What follows belongs to an exercise in optimizing a design on an open flow for small area; a production flow would make more cautious choices. Where RTL was checked, it was by simulation tests only, not by an equivalence proof against the original. For run 1, only the layout was checked, not whether the RTL still works.

==> flow/design.v, too long to show whole: its modules and the start of the top module <==
// module lininterp: 3326 lines
// module lininterp_fa: 4 lines
// module lininterp_ha: 4 lines
module	lininterp #(
		parameter	INW   = 28,
				OWID  = 28,
				MPREC = 28,
				CTRBITS = 32
	) (
		input	wire			i_clk,
		input	wire			i_reset,
		input	wire			i_ce,
		input	wire	[(CTRBITS-1):0]	i_step,
		input	wire	[(INW-1):0]	i_data,
		output	wire			o_ce,
		output	wire	[(OWID-1):0]	o_data
	);
  // ...
==> flow/run.sh <==
#!/bin/bash
# synth_recipe.tcl (not shown) runs the flow's synth.tcl, then flattens the netlist and writes it again
# the make line also repeats each setting of config.mk as NAME=value (left out here)
make -C /OpenROAD-flow-scripts/flow DESIGN_CONFIG=/design/flow/config.mk WORK_HOME=/design/flow/orfs CLKGATE_MAP_FILE= SYNTH_SCRIPT=/design/flow/synth_recipe.tcl finish
==> flow/config.mk <==
export PLATFORM = sky130hd
export DESIGN_NAME = lininterp
export DESIGN_NICKNAME = lininterp
export VERILOG_FILES = /design/flow/design.v
export SDC_FILE = /design/flow/constraint.sdc
export NUM_CORES = 4
export LEC_CHECK = 0
export ABC_AREA = 1
export CAP_MARGIN = 20
export CORE_MARGIN = 2
export CORE_UTILIZATION = 70
export CTS_BUF_LIST = sky130_fd_sc_hd__clkbuf_8
export CTS_CLUSTER_DIAMETER = 100
export CTS_CLUSTER_SIZE = 15
export PLACE_DENSITY = 0.8
export SLEW_MARGIN = 20
export SYNTH_HIERARCHICAL = 1
export SYNTH_MINIMUM_KEEP_SIZE = 0
==> flow/constraint.sdc <==
create_clock -name core_clock -period 10.0 [get_ports {i_clk}]
set_input_delay 2.0000 -clock core_clock [delete_from_list [all_inputs] [get_ports {i_clk}]]
set_output_delay 2.0000 -clock core_clock [all_outputs]
set_load 0.01 [all_outputs]
==> run_results.csv, run 1 <==
group,metric,value,unit
status,status,"no timing/DRC/antenna violations",
final_layout,seqCellArea,4710,um2
logic_synthesis,synth_cells,2707,
final_layout,nFillCells,2621,
routing,wl_met3,11500,um
setup_path,worst-path-buf-inv,3,
floorplan,nWellTaps,511,
final_layout,reg.largest.list,"r_counter: 32 flops, r_slope: 29 flops",
setup_path,crit_fanout,35,
sta,finalHoldViolCount,0,
grt,grt_first_pass_wirelength,122000,um
grt,gr-usage-met3,15.4,%
logic_synthesis,ys_seq_elements,206,
final_layout,seq_share,16.8,%
logic_synthesis,async_flop_share,0,%
routing,num_vias,21400,
final_layout,stdcell_count,3194,
logic_synthesis,yosys.area.top_type,"fa_1",
setup_path,r2r-end,"x_res[23]",
routing,via_per_inst,6.69,
place,dpl.hpwl,57900,um
grt,grt_pass1_vias,21800,
final_layout,nNonClkBuffers,172,
final_layout,drive_gt1_share,6.52,%
clock_tree,clk_latency,610,ps
final_layout,final_nets,3305,
sta,worstMarginPinSlew,1200,ps
floorplan,dieArea,39300,um2
clock_tree,cts_max_path_buffers,3,
grt,antenna_found_initial,1,
grt,use_met1,51.9,%
place,dp.cells,3163,
setup_path,r2r_slack,1370,ps
grt,overflow,0,
==> run 2, diff against run 1 <==
--- a/flow/design.v
+++ b/flow/design.v
@@ -8,17 +8,17 @@
 		input	wire			i_clk,
 		input	wire			i_reset,
 		input	wire			i_ce,
 		input	wire	[(CTRBITS-1):0]	i_step,
 		input	wire	[(INW-1):0]	i_data,
 		output	wire			o_ce,
 		output	wire	[(OWID-1):0]	o_data
 	);
-	reg			pre_ce, r_ce, r_ovfl, x_ce, p_valid;
+	reg			pre_ce, r_ce, r_ovfl, x_ce, p_valid, r_first;
 	reg	[27:0]		r_next;
 	reg	[28:0]		r_slope;
 	reg	[31:0]		r_counter;
 	reg	[27:0]		r_offset;
 	reg	[27:0]		x_res, p_res, o_res;
 	wire	one1;
 	wire	two2;
 	wire	neg3;
@@ -3118,45 +3118,45 @@
 	assign bc1709 = c1680 | (bc1660 & ao1708);
 	lininterp_ha u_s1710 (r_counter[30], i_step[30], s1710, c1711);
 	lininterp_fa u_s1712 (r_counter[31], i_step[31], c1711, s1712, c1713);
 	assign sum1714 = s1710 ^ bc1709;
 	assign e1715 = bc1709 & s1710;
 	assign sum1716 = s1712 ^ e1715;
 	assign ao1717 = s1710 & s1712;
 	assign bc1718 = c1713 | (bc1709 & ao1717);
-	assign nn1719 = ~r_next[0];
-	assign nn1720 = ~r_next[1];
-	assign nn1721 = ~r_next[2];
-	assign nn1722 = ~r_next[3];
-	assign nn1723 = ~r_next[4];
-	assign nn1724 = ~r_next[5];
-	assign nn1725 = ~r_next[6];
-	assign nn1726 = ~r_next[7];
-	assign nn1727 = ~r_next[8];
-	assign nn1728 = ~r_next[9];
-	assign nn1729 = ~r_next[10];
-	assign nn1730 = ~r_next[11];
-	assign nn1731 = ~r_next[12];
-	assign nn1732 = ~r_next[13];
-	assign nn1733 = ~r_next[14];
-	assign nn1734 = ~r_next[15];
-	assign nn1735 = ~r_next[16];
-	assign nn1736 = ~r_next[17];
-	assign nn1737 = ~r_next[18];
-	assign nn1738 = ~r_next[19];
-	assign nn1739 = ~r_next[20];
-	assign nn1740 = ~r_next[21];
-	assign nn1741 = ~r_next[22];
-	assign nn1742 = ~r_next[23];
-	assign nn1743 = ~r_next[24];
-	assign nn1744 = ~r_next[25];
-	assign nn1745 = ~r_next[26];
-	assign nn1746 = ~r_next[27];
-	assign nn1747 = ~r_next[27];
+	assign nn1719 = ~(r_next[0] & !r_first);
+	assign nn1720 = ~(r_next[1] & !r_first);
+	assign nn1721 = ~(r_next[2] & !r_first);
+	assign nn1722 = ~(r_next[3] & !r_first);
+	assign nn1723 = ~(r_next[4] & !r_first);
+	assign nn1724 = ~(r_next[5] & !r_first);
+	assign nn1725 = ~(r_next[6] & !r_first);
+	assign nn1726 = ~(r_next[7] & !r_first);
+	assign nn1727 = ~(r_next[8] & !r_first);
+	assign nn1728 = ~(r_next[9] & !r_first);
+	assign nn1729 = ~(r_next[10] & !r_first);
+	assign nn1730 = ~(r_next[11] & !r_first);
+	assign nn1731 = ~(r_next[12] & !r_first);
+	assign nn1732 = ~(r_next[13] & !r_first);
+	assign nn1733 = ~(r_next[14] & !r_first);
+	assign nn1734 = ~(r_next[15] & !r_first);
+	assign nn1735 = ~(r_next[16] & !r_first);
+	assign nn1736 = ~(r_next[17] & !r_first);
+	assign nn1737 = ~(r_next[18] & !r_first);
+	assign nn1738 = ~(r_next[19] & !r_first);
+	assign nn1739 = ~(r_next[20] & !r_first);
+	assign nn1740 = ~(r_next[21] & !r_first);
+	assign nn1741 = ~(r_next[22] & !r_first);
+	assign nn1742 = ~(r_next[23] & !r_first);
+	assign nn1743 = ~(r_next[24] & !r_first);
+	assign nn1744 = ~(r_next[25] & !r_first);
+	assign nn1745 = ~(r_next[26] & !r_first);
+	assign nn1746 = ~(r_next[27] & !r_first);
+	assign nn1747 = ~(r_next[27] & !r_first);
 	lininterp_ha u_s1748 (i_data[0], nn1719, s1748, c1749);
 	lininterp_fa u_s1750 (i_data[1], nn1720, c1749, s1750, c1751);
 	lininterp_fa u_s1752 (i_data[2], nn1721, c1751, s1752, c1753);
 	lininterp_fa u_s1754 (i_data[3], nn1722, c1753, s1754, c1755);
 	lininterp_fa u_s1756 (i_data[4], nn1723, c1755, s1756, c1757);
 	lininterp_fa u_s1758 (i_data[5], nn1724, c1757, s1758, c1759);
 	lininterp_fa u_s1760 (i_data[6], nn1725, c1759, s1760, c1761);
 	lininterp_fa u_s1762 (i_data[7], nn1726, c1761, s1762, c1763);
@@ -3273,20 +3273,23 @@
 	wire		sticky = |sum[26:0];
 	wire	[27:0]	rres = { sum[55:29], sum[28] & (sum[27] | sticky) };
 	always @(posedge i_clk)
 	if (i_reset)
 		pre_ce <= 1'b0;
 	else
 		pre_ce <= i_ce;
 	always @(posedge i_clk)
+	if (i_ce)
+		r_next <= i_data;
+	always @(posedge i_clk)
 	if (i_reset)
-		r_next <= 0;
+		r_first <= 1'b1;
 	else if (i_ce)
-		r_next <= i_data;
+		r_first <= 1'b0;
 	always @(posedge i_clk)
 	if (i_ce)
 		r_slope <= slope_d;
 	always @(posedge i_clk)
 	if (i_reset)
 	begin
 		r_ovfl <= 1'b1;
 		r_counter <= 0;
==> flow/config.mk (replaced) <==
export PLATFORM = sky130hd
export DESIGN_NAME = lininterp
export DESIGN_NICKNAME = lininterp
export VERILOG_FILES = /design/flow/design.v
export SDC_FILE = /design/flow/constraint.sdc
export NUM_CORES = 4
export LEC_CHECK = 0
export ABC_AREA = 1
export CAP_MARGIN = 20
export CORE_MARGIN = 2
export CORE_UTILIZATION = 65
export CTS_BUF_LIST = sky130_fd_sc_hd__clkbuf_8
export CTS_CLUSTER_DIAMETER = 100
export CTS_CLUSTER_SIZE = 12
export PLACE_DENSITY = 0.75
export SLEW_MARGIN = 20
export SYNTH_HIERARCHICAL = 1
export SYNTH_MINIMUM_KEEP_SIZE = 0
==> run_results.csv, run 2 <==
group,metric,value,unit
routing,dr_wl_met2,34600,um
logic_synthesis,yosys.area.top_type,"fa_1",
final_layout,multiInputGateArea,19900,um2
logic_synthesis,synth_enable_flop_cells,85,
sta,slew_viol_final,0,
final_layout,drive_gt1_share,6.83,%
clock_tree,cts_sinks,207,
sta,relSlewSlack,26.1,%
clock_tree,cts_resized,0,
place,port_buffers,91,
routing,m1WireLength,28800,um
worst_hold_path,min_path_cells,0,
routing,drt_iter0_drc,2633,
logic_synthesis,synth_top_family_by_area,"adder cells",
final_layout,layout_common_cells,"fa_1, xor2_1, o22ai_1, nand2_1, nor2_1",
grt,antenna_found_initial,1,
setup_path,worst_setup_path_end_kind,"flip-flop",
sta,finalHoldViolCount,0,
routing,wl_per_cell,24.3,um
logic_synthesis,synth_xor_area_share,13.8,%
clock_tree,cts_buffers,22,
place,routabilityCongestion,1.00,
floorplan,dieArea,42200,um2
logic_synthesis,synth_area_leaders,"fa_1, xor2_1, edfxtp_1, dfxtp_1, o22ai_1",
logic_synthesis,async_flop_share,0,%
grt,overflow,0,
clock_tree,cts_hold_buffers,0,
flow_run,maxCapViolCount,0,
setup_path,slowest_stage,"dfxtp_2",
logic_synthesis,yosys.cell_types.count,42,
routing,ant_nets,0,
logic_synthesis,synth_flop_cell,"dfxtp_1",
logic_synthesis,netlist_top_cells_count,"fa_1, xor2_1, o22ai_1, nand2_1, clkbuf_1",
sta,finalWorstSetupSlack,1310,ps
floorplan,die_x,205,um
sta,tns,0,ps
setup_path,cp_common_cell,"nand2_2",
worst_hold_path,hold_path.class,"flip-flop to flip-flop",
grt,grt_first_pass_wirelength,121000,um
clock_tree,htree_levels,1,
logic_synthesis,synth_top_area_share,36.4,%
routing,top_layer,"met4",
final_layout,syn_to_final_growth,7.03,%
place,pre_cts_ws,1450,ps
logic_synthesis,syn-cell-area,26400,um2
grt,grt_pass1_vias,21600,
grt,grt_max_degree,61,
clock_tree,clk_pin_slew,90,ps
grt,grt_util_all_layers,37.8,%
floorplan,initial_core_util,66.0,%
routing,routed_wl,77200,um
final_layout,top_register,"r_counter",
setup_path,timing.critical_path.slowest_cell_delay,1000,ps
setup_path,crit_fanout,35,
setup_path,start_kind,"flip-flop",
logic_synthesis,synth-compound-area-share,13.4,%
final_layout,final_common_cell,"fa_1",
floorplan,num_rows,73,
clock_tree,clk_latency,590,ps
sta,skew,31.7,ps
place,dpl.hpwl,57500,um
routing,first_pass_iters,6,
logic_synthesis,yosysMostFrequentCell,"fa_1",
status,status,"no timing/DRC/antenna violations",
routing,drc,0,
sta,holdWs,403,ps
sta,fin_crit_sh,86.9,%
final_layout,largest_register_ffs,32,
clock_tree,postCtsSetupBuffers,0,
final_layout,seqCellArea,5010,um2
floorplan,io_pins,92,
logic_synthesis,synthSimpleGateAreaFrac,7.27,%
clock_tree,cts_max_path_buffers,3,
final_layout,reg.largest.list,"r_counter: 32 flops, r_slope: 29 flops",
final_layout,nFillCells,2987,
floorplan,core_area,39900,um2
logic_synthesis,syn_avg_cell_area,9.92,um2
clock_tree,cts_tree,"yes",
final_layout,fin_area,28200,um2
sta,period_minus_slack,8690,ps
place,postPlaceCellArea,27800,um2
setup_path,cp.arrival,9200,ps
logic_synthesis,synth_cells,2657,
sta,finalSetupViolations,0,
setup_path,cp.required,10510,ps
clock_tree,cts-root-buf,"clkbuf_8",
sta,rsz0062_at_grt,"false",
setup_path,r2r_cells,33,
routing,wl_met3,9290,um
routing,num_vias,20900,
setup_path,crit_type,"flip-flop to flip-flop",
sta,clock.fmax,0.115,GHz
logic_synthesis,synth_fa_ha_area_share,40.7,%
logic_synthesis,yosysSeqAreaShare,19.0,%
logic_synthesis,yosysWarnings,7,
sta,worstMarginPinSlew,1110,ps
logic_synthesis,synth_mux_area_share,0,%
final_layout,final_nets,3268,
logic_synthesis,ys_seq_elements,207,
routing,via_per_inst,6.57,
floorplan,die_h,205,um
==> run 2: cell types whose count changed after synthesis, moves of 11 or more <==
cell      before  now
nand2_1      177  208
edfxtp_1      57   85
o21ai_0      115   87
dfxtp_1      149  122
a21oi_1      126  100
buf_2         20    2
inv_1        173  156
clkbuf_1     187  198
==> run 2: logic make-up after synthesis <==
kind of cell    after synthesis
fa+ha+maj                   569
buf+inv                     408
flops                       207
compound gates              600
xor+xnor                    416
simple gates                456
other cells                   1
==> run 2: per-module statistics from Yosys, one instance, submodules excluded <==
module	cells	times used	area, um2	flip-flops and latches
lininterp_fa	1	479	20.0	0
lininterp_ha	1	55	12.5	0
lininterp	2123	1	16100	207
==> run 2: path summary, 6_finish.rpt <==
path / startpoint / endpoint / slack (ps)
setup / recovery: r_offset[3] / x_res[23] / 1310
hold / removal: x_res[1] / p_res[1] / 400
setup reg to reg: r_offset[3] / x_res[23] / 1310
hold reg to reg: x_res[1] / p_res[1] / 400
==> run 2: critical path, delay by kind of cell, from the launching register on <==
family / cells / cell delay (ps)
AO/OA/AOI/OAI: 2 / 680
XOR/XNOR: 2 / 310
adder cells (fa/ha/maj): 11 / 4560
buffers and inverters: 2 / 550
flip-flops: 1 / 1000
AND/OR/NAND/NOR: 16 / 1490
==> run 2: through the flow <==
stage | instances | utilization [%]
final | 3175 | 70.7
after global routing | 3174 | 70.7
after CTS | 3173 | 70.6
after detailed placement | 3136 | 69.6
after global placement | 3136 | 69.6
after floorplan | 2657 | -
==> run 2: cell type report <==
| type | instances | share of cell area (%) |
|---|---|---|
| well taps | 525 | 2.33 |
| flip-flops and latches | 207 | 17.8 |
| clock buffers | 23 | 1.12 |
| clock inverters | 14 | 0.275 |
| diodes | 1 | 0.00887 |
| inverters | 187 | 2.49 |
| multi-input cells | 2042 | 70.5 |
| repair buffers | 176 | 5.54 |
==> run 2: routing by layer <==
layer  vias to the layer above  GRT usage [%]
met2                      1413           58.9
met3                       325           10.8
met4                         0           18.1
met1                     10300           49.1
met5                         -              0
li1                       8809              -
==> run 3, diff against run 2 <==
==> flow/flow/run.sh (new file) <==
#!/bin/bash
# Layout flow: the standard flow (standard.sh, unchanged synthesis and
# steps), except that the input and output port buffers are made from the
# smallest buffer cell, sky130_fd_sc_hd__buf_1, instead of the cell that
# buffer_ports picks by default. Every port still gets its own buffer.
set -euo pipefail
export BUFFER_PORTS_ARGS="-buffer_cell sky130_fd_sc_hd__buf_1"
bash standard.sh finish > standard_flow.log 2>&1
==> flow/standard.sh (new file) <==
#!/bin/bash
# synth_recipe.tcl (not shown) runs the flow's synth.tcl, then flattens the netlist and writes it again
# the make line also repeats each setting of config.mk as NAME=value (left out here)
make -C /OpenROAD-flow-scripts/flow DESIGN_CONFIG=/design/flow/config.mk WORK_HOME=/design/flow/orfs CLKGATE_MAP_FILE= SYNTH_SCRIPT=/design/flow/synth_recipe.tcl "${@:-finish}"
removed: flow/run.sh
==> run_results.csv, run 3 <==
group,metric,value,unit
status,status,"no timing/DRC/antenna violations",
routing,routed_wl,79600,um
setup_path,timing.critical_path.slowest_cell_delay,1000,ps
clock_tree,cts_buffers,22,
place,dpl.hpwl,58000,um
clock_tree,cts_resized,0,
clock_tree,clk_latency,600,ps
logic_synthesis,yosys.cell_types.count,42,
logic_synthesis,yosysWarnings,7,
place,port_buffers,91,
floorplan,dieArea,42200,um2
setup_path,crit_type,"flip-flop to flip-flop",
final_layout,fin_area,27700,um2
logic_synthesis,netlist_top_cells_count,"fa_1, xor2_1, o22ai_1, nand2_1, clkbuf_1",
logic_synthesis,ys_seq_elements,207,
setup_path,worst_setup_path_end_kind,"flip-flop",
routing,drt_iter0_drc,2676,
final_layout,syn_to_final_growth,5.01,%
place,routabilityCongestion,1.03,
flow_run,maxCapViolCount,0,
logic_synthesis,yosysSeqAreaShare,19.0,%
floorplan,die_x,205,um
logic_synthesis,synth_cells,2657,
sta,clock.fmax,0.114,GHz
grt,grt_first_pass_wirelength,123000,um
floorplan,io_pins,92,
clock_tree,cts_hold_buffers,0,
clock_tree,clk_pin_slew,100,ps
grt,grt_util_all_layers,38.8,%
logic_synthesis,yosysMostFrequentCell,"fa_1",
sta,fin_crit_sh,87.8,%
clock_tree,cts-root-buf,"clkbuf_8",
floorplan,die_h,205,um
sta,skew,21.6,ps
final_layout,final_common_cell,"fa_1",
grt,antenna_found_initial,1,
setup_path,cp.required,10520,ps
final_layout,layout_common_cells,"fa_1, xor2_1, o22ai_1, nand2_1, nor2_1",
sta,tns,0,ps
floorplan,core_area,39900,um2
sta,finalSetupViolations,0,
final_layout,largest_register_ffs,32,
setup_path,cp.arrival,9300,ps
final_layout,seqCellArea,5010,um2
final_layout,top_register,"r_counter",
place,pre_cts_ws,1340,ps
logic_synthesis,async_flop_share,0,%
logic_synthesis,yosys.area.top_type,"fa_1",
sta,relSlewSlack,22.1,%
place,postPlaceCellArea,27200,um2
logic_synthesis,syn-cell-area,26400,um2
sta,period_minus_slack,8780,ps
final_layout,drive_gt1_share,6.98,%
final_layout,multiInputGateArea,19900,um2
routing,first_pass_iters,7,
final_layout,nFillCells,3031,
logic_synthesis,synth_flop_cell,"dfxtp_1",
logic_synthesis,synth_enable_flop_cells,85,
worst_hold_path,hold_path.class,"flip-flop to flip-flop",
routing,num_vias,21000,
floorplan,num_rows,73,
grt,grt_max_degree,61,
logic_synthesis,synth_top_area_share,36.4,%
grt,overflow,0,
clock_tree,postCtsSetupBuffers,0,
setup_path,slowest_stage,"dfxtp_2",
clock_tree,cts_sinks,207,
setup_path,crit_fanout,35,
grt,grt_pass1_vias,21900,
floorplan,initial_core_util,66.0,%
sta,worstMarginPinSlew,1170,ps
clock_tree,htree_levels,1,
logic_synthesis,synth_area_leaders,"fa_1, xor2_1, edfxtp_1, dfxtp_1, o22ai_1",
routing,ant_nets,0,
routing,via_per_inst,6.59,
sta,rsz0062_at_grt,"false",
final_layout,final_nets,3271,
routing,drc,0,
logic_synthesis,syn_avg_cell_area,9.92,um2
routing,wl_per_cell,25.1,um
sta,finalHoldViolCount,0,
sta,finalWorstSetupSlack,1220,ps
setup_path,start_kind,"flip-flop",
final_layout,reg.largest.list,"r_counter: 32 flops, r_slope: 29 flops",
setup_path,cp_common_cell,"nand2_2",
clock_tree,cts_tree,"yes",
sta,slew_viol_final,0,
clock_tree,cts_max_path_buffers,3,
-- run 3: cell counts after synthesis --
No cell type changed its count.
-- run 3: cells by family (layout without fill, tap and decap cells) --
family | after synthesis | in the layout | synth area share [%]
simple gates | 456 | 456 | 7.27
xor+xnor | 416 | 416 | 13.8
compound gates | 600 | 600 | 13.4
flops | 207 | 207 | 19.0
other cells | 1 | 2 | 0.0142
fa+ha+maj | 569 | 569 | 40.7
buf+inv | 408 | 403 | 5.85
-- run 3: worst max-delay path, delay by kind of cell (launching register included) --
kind                       cells  cell delay, ps
buffers and inverters          2             520
adders and majority gates     11            4590
AOI/OAI and AO/OA              2             670
DFF                            1            1000
xor gates and xnor gates       2             320
and+or+nand+nor               16            1580
-- run 3: final timing paths --
| check | end | slack [ps] | cells past startpoint | start |
|---|---|---|---|---|
| worst min register to register | p_res[17] | 410 | 0 | x_res[17] |
| worst min-delay path | p_res[17] | 410 | 0 | x_res[17] |
| worst max register to register | x_res[23] | 1220 | 33 | r_offset[3] |
| worst max-delay path | x_res[23] | 1220 | 33 | r_offset[3] |
-- run 3: modules after synthesis (local to each module, per instance) --
module        cells inside  times used
lininterp             2123           1
lininterp_ha             1          55
lininterp_fa             1         479
-- run 3: layout make-up --
cell class	count	area share, %
Clock inverter	14	0.285
Sequential cell	207	18.1
Tap cell	525	2.37
Antenna cell	1	0.00904
Multi-Input combinational cell	2042	71.8
Inverter	187	2.54
Clock buffer	23	1.14
Timing Repair Buffer	179	3.70
-- run 3: metal layers --
layer	vias up	track usage, %	routed length (um)
met5	-	0.595	13
met4	2	18.5	4130
met3	290	12.5	10300
met2	1463	59.5	35600
met1	10400	50.3	29600
li1	8825	-	-
-- run 3: metrics by stage --
stage / std cells / hold WS (ps) / util (%)
after CTS: 3176 / 409 / 69.2
after global routing: 3177 / 412 / 69.3
after detailed placement: 3139 / 390 / 68.3
after global placement: 3139 / 385 / 68.3
after floorplan: 2657 / 386 / -
final: 3178 / 406 / 69.3
==> run 4, diff against run 3 <==
==> flow/flow/run.sh (replaced) <==
#!/bin/bash
# Layout flow: the standard flow (standard.sh: the standard synthesis and
# ORFS steps, unchanged), run with these settings:
#  - the input and output port buffers use the smallest buffer cell,
#    sky130_fd_sc_hd__buf_1 (every port still gets its own buffer);
#  - synthesis buffers are removed at floorplan, and placement is not
#    timing driven, so no buffers are kept from virtual repair runs;
#  - clock tree: clkbuf_8 buffers, sink clusters of up to 12, and no
#    dummy loads.
set -euo pipefail
export BUFFER_PORTS_ARGS="-buffer_cell sky130_fd_sc_hd__buf_1"
export REMOVE_ABC_BUFFERS=1
export CTS_ARGS="-sink_clustering_enable -repair_clock_nets -sink_clustering_size 12 -sink_clustering_max_diameter 100 -buf_list sky130_fd_sc_hd__clkbuf_8 -dont_use_dummy_load"
bash standard.sh finish > standard_flow.log 2>&1
--- a/flow/config.mk
+++ b/flow/config.mk
@@ -9,9 +9,7 @@
 export CAP_MARGIN = 20
 export CORE_MARGIN = 2
 export CORE_UTILIZATION = 65
-export CTS_BUF_LIST = sky130_fd_sc_hd__clkbuf_8
-export CTS_CLUSTER_DIAMETER = 100
-export CTS_CLUSTER_SIZE = 12
+export GPL_TIMING_DRIVEN = 0
 export PLACE_DENSITY = 0.75
 export SLEW_MARGIN = 20
 export SYNTH_HIERARCHICAL = 1
==> run_results.csv, run 4 <==
group,metric,value,unit
status,status,"no timing/DRC/antenna violations",
logic_synthesis,netlist_top_cells_count,"fa_1, xor2_1, o22ai_1, nand2_1, clkbuf_1",
final_layout,largest_register_ffs,32,
grt,antenna_found_initial,1,
clock_tree,postCtsSetupBuffers,0,
worst_hold_path,hold_path.class,"flip-flop to flip-flop",
setup_path,cp-startpoint,"r_offset[9]",
sta,holdWs,368,ps
setup_path,crit_type,"flip-flop to flip-flop",
grt,grt_pass1_vias,22900,
clock_tree,cts_resized,0,
sta,finalHoldViolCount,0,
final_layout,reg.largest.list,"r_counter: 32 flops, r_slope: 29 flops",
logic_synthesis,synth_cells,2657,
sta,clock.fmax,0.113,GHz
floorplan,die_h,205,um
setup_path,r2r_cells,29,
logic_synthesis,ys_seq_elements,207,
final_layout,top_register,"r_counter",
final_layout,syn_to_final_growth,5.47,%
place,dpl.hpwl,56000,um
sta,finalSetupViolations,0,
grt,grt_max_degree,61,
grt,overflow,0,
final_layout,nFillCells,2951,
logic_synthesis,yosys.area.top_type,"fa_1",
routing,drc,0,
clock_tree,cts_max_path_buffers,3,
setup_path,r2r_slack,1160,ps
setup_path,cp.arrival,9370,ps
place,pre_cts_ws,968,ps
final_layout,layout_common_cells,"fa_1, xor2_1, o22ai_1, nand2_1, nor2_1",
clock_tree,cts_hold_buffers,0,
place,port_buffers,91,
floorplan,core_area,39900,um2
flow_run,maxCapViolCount,0,
setup_path,r2r-end,"x_res[23]",
setup_path,cp_common_cell,"fa_1",
routing,drt_iter0_drc,2765,
routing,first_pass_iters,10,
clock_tree,clk_pin_slew,80,ps
sta,relSlewSlack,23.4,%
setup_path,critPathTopFamily,"adder cells",
setup_path,worst_setup_path_end_kind,"flip-flop",
final_layout,drive_gt1_share,5.73,%
logic_synthesis,synth_flop_cell,"dfxtp_1",
setup_path,r2r-start,"r_offset[9]",
grt,grt_first_pass_wirelength,126000,um
logic_synthesis,synth_enable_flop_cells,85,
setup_path,timing.critical_path.slowest_cell_delay,800,ps
floorplan,die_x,205,um
logic_synthesis,yosysSeqAreaShare,19.0,%
final_layout,final_core_util,69.6,%
logic_synthesis,yosys.cell_types.count,42,
setup_path,cp.required,10530,ps
clock_tree,cts-root-buf,"clkbuf_8",
clock_tree,htree_levels,1,
setup_path,crit_path_end,"x_res[23]",
clock_tree,cts_tree,"yes",
logic_synthesis,syn-cell-area,26400,um2
grt,grt_util_all_layers,39.5,%
logic_synthesis,yosysWarnings,7,
logic_synthesis,yosysMostFrequentCell,"fa_1",
logic_synthesis,synth_area_leaders,"fa_1, xor2_1, edfxtp_1, dfxtp_1, o22ai_1",
setup_path,cp.depth,29,
routing,routed_wl,81000,um
sta,slew_viol_final,0,
final_layout,fin_area,27800,um2
sta,finalWorstSetupSlack,1160,ps
floorplan,num_rows,73,
routing,ant_nets,0,
routing,num_vias,21500,
sta,skew,53.0,ps
routing,wl_per_cell,26.1,um
logic_synthesis,syn_avg_cell_area,9.92,um2
place,postPlaceCellArea,27400,um2
routing,via_per_inst,6.93,
clock_tree,cts_buffers,21,
sta,worstMarginPinSlew,1140,ps
setup_path,worst-path-buf-inv,2,
final_layout,final_common_cell,"fa_1",
logic_synthesis,async_flop_share,0,%
setup_path,start_kind,"flip-flop",
sta,rsz0062_at_grt,"false",
place,routabilityCongestion,0.914,
floorplan,dieArea,42200,um2
clock_tree,cts_sinks,207,
floorplan,io_pins,92,
logic_synthesis,synth_top_area_share,36.4,%
floorplan,initial_core_util,66.0,%
clock_tree,clk_latency,600,ps
sta,fin_crit_sh,88.4,%
setup_path,crit_fanout,29,
setup_path,slowest_stage,"dfxtp_2",
sta,period_minus_slack,8840,ps
final_layout,final_nets,3215,
## run 4: cell types whose count changed in the layout (fill, tap and decap cells not counted), sizes merged
| cell | previous run | this run |
|---|---|---|
| buf | 178 | 124 |
| clkinv | 28 | 20 |
| inv | 173 | 167 |
| clkbuf | 24 | 21 |
## run 4: kinds of logic after synthesis
| kind of cell | count (synthesis) | share of synthesized area [%] |
|---|---|---|
| DFF | 207 | 19.0 |
| AOI/OAI and AO/OA | 600 | 13.4 |
| other | 1 | 0.0142 |
| adders and majority gates | 569 | 40.7 |
| and+or+nand+nor | 456 | 7.27 |
| buffers and inverters | 408 | 5.85 |
| xor gates and xnor gates | 416 | 13.8 |
## run 4: worst min path at each step
stage          depth (start not counted)  slack [ps]        to      from
2_1_floorplan                          0         390  p_res[0]  x_res[0]
3_3_place_gp                           0         390  p_res[2]  x_res[2]
3_5_place_dp                           0         390  p_res[8]  x_res[8]
4_1_cts                                0         370  p_res[0]  x_res[0]
5_1_grt                                0         370  p_res[1]  x_res[1]
6_report                               0         370  p_res[1]  x_res[1]
## run 4: through the flow
stage / TNS (ps) / cells
floorplan: 0 / 2436
global placement: -31780 / 3052
detailed placement: 0 / 3082
CTS: 0 / 3103
global route: 0 / 3107
finish: 0 / 3107
## run 4: routing by layer
metal	track usage, %	part of all wire [%]	vias to the layer above
met5	0	0	-
met4	24.8	7.2	0
met3	11.1	13	527
met2	62.2	46	1774
met1	48.2	34	10500
li1	-	-	8707
## run 4: worst reg2reg max path: cells and delay by family, from the launching register on
family                     cells  cell delay [ps]
adders and majority gates     12             5200
xor gates and xnor gates       2              350
DFF                            1              800
and+or+nand+nor               12             1650
AOI/OAI and AO/OA              1              440
buffers and inverters          2              360
## run 4: layout make-up
class	instances	area (um2)	share of cell area, %
multi-input cells	2042	20000	71.9
flip-flops and latches	207	5030	18.1
repair buffers	124	1120	4.04
inverters	187	702	2.53
well taps	525	657	2.36
clock buffers	21	289	1.04
diodes	1	2.50	0.00900
## run 4: modules after synthesis (local to each module, per instance)
module        flops+latches  area (um2)  cells
lininterp               207       16100   2123
lininterp_fa              0        20.0      1
lininterp_ha              0        12.5      1
==> run 5, diff against run 4 <==
--- a/flow/flow/run.sh
+++ b/flow/flow/run.sh
@@ -9,6 +9,6 @@
 #    dummy loads.
 set -euo pipefail
 export BUFFER_PORTS_ARGS="-buffer_cell sky130_fd_sc_hd__buf_1"
-export REMOVE_ABC_BUFFERS=1
+
 export CTS_ARGS="-sink_clustering_enable -repair_clock_nets -sink_clustering_size 12 -sink_clustering_max_diameter 100 -buf_list sky130_fd_sc_hd__clkbuf_8 -dont_use_dummy_load"
 bash standard.sh finish > standard_flow.log 2>&1
--- a/flow/config.mk
+++ b/flow/config.mk
@@ -9,7 +9,6 @@
 export CAP_MARGIN = 20
 export CORE_MARGIN = 2
 export CORE_UTILIZATION = 65
-export GPL_TIMING_DRIVEN = 0
 export PLACE_DENSITY = 0.75
 export SLEW_MARGIN = 20
 export SYNTH_HIERARCHICAL = 1
==> run_results.csv, run 5 <==
group,metric,value,unit
setup_path,crit_path_end,"x_res[23]",
final_layout,nFillCells,3040,
setup_path,cp.arrival,9280,ps
logic_synthesis,yosys.area.top_type,"fa_1",
sta,period_minus_slack,8760,ps
clock_tree,postCtsSetupBuffers,0,
place,routabilityCongestion,1.03,
logic_synthesis,syn_avg_cell_area,9.92,um2
logic_synthesis,ys_seq_elements,207,
final_layout,final_common_cell,"fa_1",
routing,drc,0,
grt,grt_pass1_vias,21900,
logic_synthesis,yosysMostFrequentCell,"fa_1",
routing,first_pass_iters,9,
final_layout,layout_common_cells,"fa_1, xor2_1, o22ai_1, nand2_1, nor2_1",
setup_path,worst_setup_path_end_kind,"flip-flop",
setup_path,cp.required,10520,ps
floorplan,io_pins,92,
clock_tree,cts_buffers,22,
floorplan,die_h,205,um
setup_path,r2r-end,"x_res[23]",
logic_synthesis,yosys.cell_types.count,42,
sta,worstMarginPinSlew,1150,ps
routing,routed_wl,79400,um
setup_path,r2r_slack,1240,ps
floorplan,initial_core_util,66.0,%
sta,finalHoldViolCount,0,
clock_tree,cts_sinks,207,
sta,tns,0,ps
grt,grt_max_degree,61,
final_layout,top_register,"r_counter",
grt,grt_first_pass_wirelength,123000,um
logic_synthesis,syn-cell-area,26400,um2
floorplan,core_area,39900,um2
clock_tree,cts_hold_buffers,0,
floorplan,dieArea,42200,um2
sta,finalSetupViolations,0,
setup_path,crit_type,"flip-flop to flip-flop",
floorplan,die_x,205,um
final_layout,reg.largest.list,"r_counter: 32 flops, r_slope: 29 flops",
routing,wl_per_cell,25.1,um
sta,fin_crit_sh,87.6,%
logic_synthesis,netlist_top_cells_count,"fa_1, xor2_1, o22ai_1, nand2_1, clkbuf_1",
setup_path,cp-startpoint,"r_offset[3]",
setup_path,crit_fanout,35,
setup_path,start_kind,"flip-flop",
routing,num_vias,20900,
flow_run,maxCapViolCount,0,
routing,ant_nets,0,
clock_tree,cts_resized,0,
clock_tree,cts_max_path_buffers,3,
logic_synthesis,synth_area_leaders,"fa_1, xor2_1, edfxtp_1, dfxtp_1, o22ai_1",
sta,rsz0062_at_grt,"false",
sta,skew,66.0,ps
sta,slew_viol_final,0,
routing,via_per_inst,6.59,
status,status,"no timing/DRC/antenna violations",
logic_synthesis,async_flop_share,0,%
place,dpl.hpwl,58000,um
grt,overflow,0,
clock_tree,clk_pin_slew,80,ps
place,port_buffers,91,
clock_tree,htree_levels,1,
worst_hold_path,hold_path.class,"flip-flop to flip-flop",
logic_synthesis,synth_flop_cell,"dfxtp_1",
sta,clock.fmax,0.114,GHz
logic_synthesis,yosysSeqAreaShare,19.0,%
setup_path,r2r_cells,27,
final_layout,syn_to_final_growth,4.66,%
logic_synthesis,yosysWarnings,7,
clock_tree,clk_latency,600,ps
grt,grt_util_all_layers,38.8,%
final_layout,largest_register_ffs,32,
floorplan,num_rows,73,
final_layout,drive_gt1_share,6.83,%
logic_synthesis,synth_top_area_share,36.4,%
sta,relSlewSlack,23.5,%
logic_synthesis,synth_enable_flop_cells,85,
clock_tree,cts-root-buf,"clkbuf_8",
grt,antenna_found_initial,1,
routing,drt_iter0_drc,2431,
setup_path,r2r-start,"r_offset[3]",
logic_synthesis,synth_cells,2657,
final_layout,final_nets,3271,
clock_tree,cts_tree,"yes",
run 5: kinds of logic (layout without fill, tap and decap cells):
kind of cell / after synthesis / in the layout / share of synthesized area, %
AO/OA/AOI/OAI: 600 / 600 / 13.4
adder cells (fa/ha/maj): 569 / 569 / 40.7
AND/OR/NAND/NOR: 456 / 456 / 7.27
XOR/XNOR: 416 / 416 / 13.8
buffers and inverters: 408 / 388 / 5.85
flip-flops: 207 / 207 / 19.0
other: 1 / 2 / 0.0142
run 5: through the flow:
stage	cell area [um2]	hold WS [ps]	util, %	instances	setup WS, ps
floorplan	26400	386	-	2657	2380
global placement	27200	385	68.3	3139	1570
detailed placement	27200	390	68.3	3139	1340
CTS	27500	390	69.0	3161	1350
global route	27600	397	69.1	3162	814
finish	27600	387	69.1	3163	1240
run 5: per-module statistics from Yosys, one instance, submodules excluded:
module        cell area, um2  times used  flip-flops and latches  cells inside
lininterp_fa            20.0         479                       0             1
lininterp              16100           1                     207          2123
lininterp_ha            12.5          55                       0             1
run 5: final cells by class:
class	instances	area, um2	share of cell area, %
Antenna cell	1	2.50	0.00907
Clock buffer	22	303	1.10
Inverter	187	702	2.54
Multi-Input combinational cell	2042	19900	72.1
Sequential cell	207	5010	18.2
Tap cell	525	657	2.38
Timing Repair Buffer	179	1020	3.71
run 5: per-layer routing:
metal | global-route usage [%] | vias up | wire length (um) | share of wire (%)
li1 | - | 8801 | - | -
met1 | 50.2 | 10300 | 29900 | 38
met2 | 59.3 | 1461 | 35300 | 44
met3 | 12.6 | 288 | 10000 | 13
met4 | 18.6 | 2 | 4190 | 5.3
met5 | 0.595 | - | 13 | 0.016
run 5: how the worst min path moves through the flow:
stage,to,cells past startpoint,startpoint
2_1_floorplan,p_res[0],0,x_res[0]
3_3_place_gp,p_res[6],0,x_res[6]
3_5_place_dp,p_res[12],0,x_res[12]
4_1_cts,p_res[2],0,x_res[2]
5_1_grt,p_res[2],0,x_res[2]
6_report,p_res[2],0,x_res[2]
run 5: worst max-delay path, stage by stage, from the launching register on:
cell	delay (ps)
dfxtp_2	1010
nor2_1	210
o21ai_2	700
o22ai_1	180
xor2_1	200
fa_1	490
fa_1	520
fa_1	520
fa_1	530
fa_1	530
fa_1	490
ha_1	220
fa_1	380
fa_1	390
fa_1	390
fa_1	520
nand3_1	90
nor2_1	180
nand2_2	90
nand2_2	130
nand2_2	80
nand2_4	90
nand2_2	80
nand2_2	160
nand2_2	80
nand2_4	110
ha_1	180
xor2_1	130
==> run 6, diff against run 5 <==
--- a/flow/config.mk
+++ b/flow/config.mk
@@ -6,10 +6,10 @@
 export NUM_CORES = 4
 export LEC_CHECK = 0
 export ABC_AREA = 1
-export CAP_MARGIN = 20
+export CAP_MARGIN = 5
 export CORE_MARGIN = 2
 export CORE_UTILIZATION = 65
 export PLACE_DENSITY = 0.75
-export SLEW_MARGIN = 20
+export SLEW_MARGIN = 5
 export SYNTH_HIERARCHICAL = 1
 export SYNTH_MINIMUM_KEEP_SIZE = 0
==> run_results.csv, run 6 <==
group,metric,value,unit
clock_tree,cts_tree,"yes",
setup_path,critPathTopFamily,"adder cells",
place,port_buffers,91,
clock_tree,clk_pin_slew,80,ps
logic_synthesis,ys_seq_elements,207,
final_layout,syn_to_final_growth,4.52,%
setup_path,cp.depth,33,
setup_path,r2r_cells,33,
routing,drc,0,
clock_tree,htree_levels,1,
routing,wl_per_cell,25.1,um
final_layout,final_nets,3270,
logic_synthesis,yosysMostFrequentCell,"fa_1",
setup_path,cp-startpoint,"r_offset[3]",
grt,grt_first_pass_wirelength,123000,um
final_layout,multiInputGateArea,19900,um2
routing,ant_nets,0,
sta,skew,66.5,ps
logic_synthesis,synth_flop_cell,"dfxtp_1",
flow_run,maxCapViolCount,0,
final_layout,reg.largest.list,"r_counter: 32 flops, r_slope: 29 flops",
logic_synthesis,yosysSeqAreaShare,19.0,%
logic_synthesis,syn_avg_cell_area,9.92,um2
sta,finalWorstSetupSlack,1250,ps
grt,gr-usage-met3,12.6,%
sta,slew_viol_final,0,
grt,grt_max_degree,61,
floorplan,die_x,205,um
logic_synthesis,yosysWarnings,7,
clock_tree,postCtsSetupBuffers,0,
routing,drt_iter0_drc,2403,
logic_synthesis,synth_top_area_share,36.4,%
floorplan,initial_core_util,66.0,%
setup_path,crit_path_end,"x_res[23]",
sta,finalSetupViolations,0,
clock_tree,cts_sinks,207,
place,pre_cts_ws,1340,ps
grt,grt_busiest_layer,"met2",
clock_tree,cts_max_path_buffers,3,
status,status,"no timing/DRC/antenna violations",
sta,rsz0062_at_grt,"false",
setup_path,crit_type,"flip-flop to flip-flop",
floorplan,num_rows,73,
routing,routed_wl,79300,um
clock_tree,clk_latency,600,ps
setup_path,start_kind,"flip-flop",
logic_synthesis,netlist_top_cells_count,"fa_1, xor2_1, o22ai_1, nand2_1, clkbuf_1",
routing,via_per_inst,6.60,
setup_path,crit_fanout,35,
final_layout,layout_common_cells,"fa_1, xor2_1, o22ai_1, nand2_1, nor2_1",
logic_synthesis,synth_enable_flop_cells,85,
clock_tree,cts-root-buf,"clkbuf_8",
final_layout,final_common_cell,"fa_1",
grt,use_met2,59.3,%
place,dpl.hpwl,58000,um
sta,relSlewSlack,7.89,%
grt,use_met1,50.2,%
sta,fin_crit_sh,87.5,%
final_layout,top_register,"r_counter",
setup_path,r2r-start,"r_offset[3]",
grt,antenna_found_initial,1,
final_layout,seqCellArea,5010,um2
floorplan,die_h,205,um
setup_path,cp.required,10520,ps
setup_path,r2r-end,"x_res[23]",
logic_synthesis,synth_cells,2657,
final_layout,drive_gt1_share,6.79,%
place,routabilityCongestion,1.03,
floorplan,dieArea,42200,um2
final_layout,stdcell_count,3162,
grt,overflow,0,
setup_path,cp.arrival,9270,ps
clock_tree,cts_buffers,22,
setup_path,timing.critical_path.slowest_cell_delay,980,ps
clock_tree,cts_hold_buffers,0,
place,dp.cells,3139,
clock_tree,cts_resized,0,
floorplan,core_area,39900,um2
worst_hold_path,hold_path.class,"flip-flop to flip-flop",
setup_path,cp_common_cell,"nand2_2",
routing,num_vias,20900,
final_layout,largest_register_ffs,32,
sta,tns,0,ps
logic_synthesis,yosys.cell_types.count,42,
sta,period_minus_slack,8750,ps
sta,worstMarginPinSlew,1380,ps
setup_path,worst-path-buf-inv,2,
routing,first_pass_iters,8,
setup_path,slowest_stage,"dfxtp_2",
grt,grt_util_all_layers,38.8,%
grt,grt_pass1_vias,21900,
setup_path,r2r_slack,1250,ps
logic_synthesis,syn-cell-area,26400,um2
logic_synthesis,yosys.area.top_type,"fa_1",
logic_synthesis,async_flop_share,0,%
sta,finalHoldViolCount,0,
sta,clock.fmax,0.114,GHz
logic_synthesis,synth_area_leaders,"fa_1, xor2_1, edfxtp_1, dfxtp_1, o22ai_1",
final_layout,nFillCells,3042,
floorplan,io_pins,92,
setup_path,worst_setup_path_end_kind,"flip-flop",
==> run 6: layer usage <==
metal / wire, um / up-vias
li1: - / 8804
met4: 4340 / 2
met5: 13 / -
met2: 35100 / 1425
met3: 9770 / 300
met1: 30100 / 10300
==> run 6: stage by stage <==
step                      instance area (um2)  hold slack [ps]  util [%]
after floorplan                         26400              386         -
after global placement                  27200              385      68.3
after detailed placement                27200              390      68.3
after CTS                               27500              390      69.0
after global routing                    27500              397      69.0
final                                   27500              387      69.0
==> run 6: worst min-delay path by stage <==
stage / from / end / slack [ps] / cells after the start
after floorplan: x_res[0] / p_res[0] / 390 / 0
after global placement: x_res[6] / p_res[6] / 390 / 0
after detailed placement: x_res[12] / p_res[12] / 390 / 0
after CTS: x_res[2] / p_res[2] / 390 / 0
after global routing: x_res[2] / p_res[2] / 400 / 0
final: x_res[2] / p_res[2] / 390 / 0
==> run 6: kinds of logic after synthesis <==
logic type	after synthesis	synth area share [%]
buffers and inverters	408	5.85
AND/OR/NAND/NOR	456	7.27
XOR/XNOR	416	13.8
AO/OA/AOI/OAI	600	13.4
flip-flops	207	19.0
other	1	0.0142
adder cells (fa/ha/maj)	569	40.7
==> run 6: Yosys stat by module (local to each module, per instance) <==
module        area (um2)  cells
lininterp          16100   2123
lininterp_ha        12.5      1
lininterp_fa        20.0      1
==> run 6: cell type report <==
type                    count  share of cell area, %
flip-flops and latches    207                   18.2
multi-input cells        2042                   72.2
clock buffers              22                   1.10
repair buffers            178                   3.62
well taps                 525                   2.38
inverters                 187                   2.55
diodes                      1                0.00908
==> run 6: worst reg2reg max path, delay by kind of cell, from the launching register on <==
| family | cells | cell delay, ps |
|---|---|---|
| adder cells (fa/ha/maj) | 11 | 4570 |
| AND/OR/NAND/NOR | 16 | 1620 |
| flip-flops | 1 | 980 |
| AO/OA/AOI/OAI | 2 | 680 |
| buffers and inverters | 2 | 530 |
| XOR/XNOR | 2 | 320 |

[port drivers added, routing unchanged]
Ports are ideal in the flow. The routed layouts listed here were re-timed in OpenROAD. Step 1: set_driving_cell puts a clkbuf_16 on i_clk and a buf_2 on each other input, an assumption about the parent block. Step 2 moves the port delays by t, midway between the first and last clock arrival at a register: inputs arrive t later, outputs are due t later. That takes back most of the time a late clock gives input paths. Three values: ideal ports, drivers, drivers and shift; two values: the first two.
run	t (ns)	setup slack, ns	hold WS [ns]	latest minus earliest clock arrival (ns)	worst slew at a driven data input, ns
run 1	0.631	1.373 / 1.373 / 1.373	0.407 / 0.407 / 0.407	0.070 / 0.070	0.06
run 2	0.631	1.311 / 1.311 / 1.311	0.403 / 0.403 / 0.403	0.032 / 0.032	0.06
run 3	0.646	1.219 / 1.219 / 1.219	0.406 / 0.406 / 0.406	0.022 / 0.022	0.06
run 4	0.627	1.161 / 1.161 / 1.161	0.368 / 0.368 / 0.368	0.053 / 0.053	0.07
run 5	0.620	1.242 / 1.242 / 1.242	0.387 / 0.387 / 0.387	0.066 / 0.066	0.06
run 6	0.622	1.252 / 1.252 / 1.252	0.387 / 0.387 / 0.387	0.066 / 0.066	0.06
After both steps setup and hold are still met in every run listed.
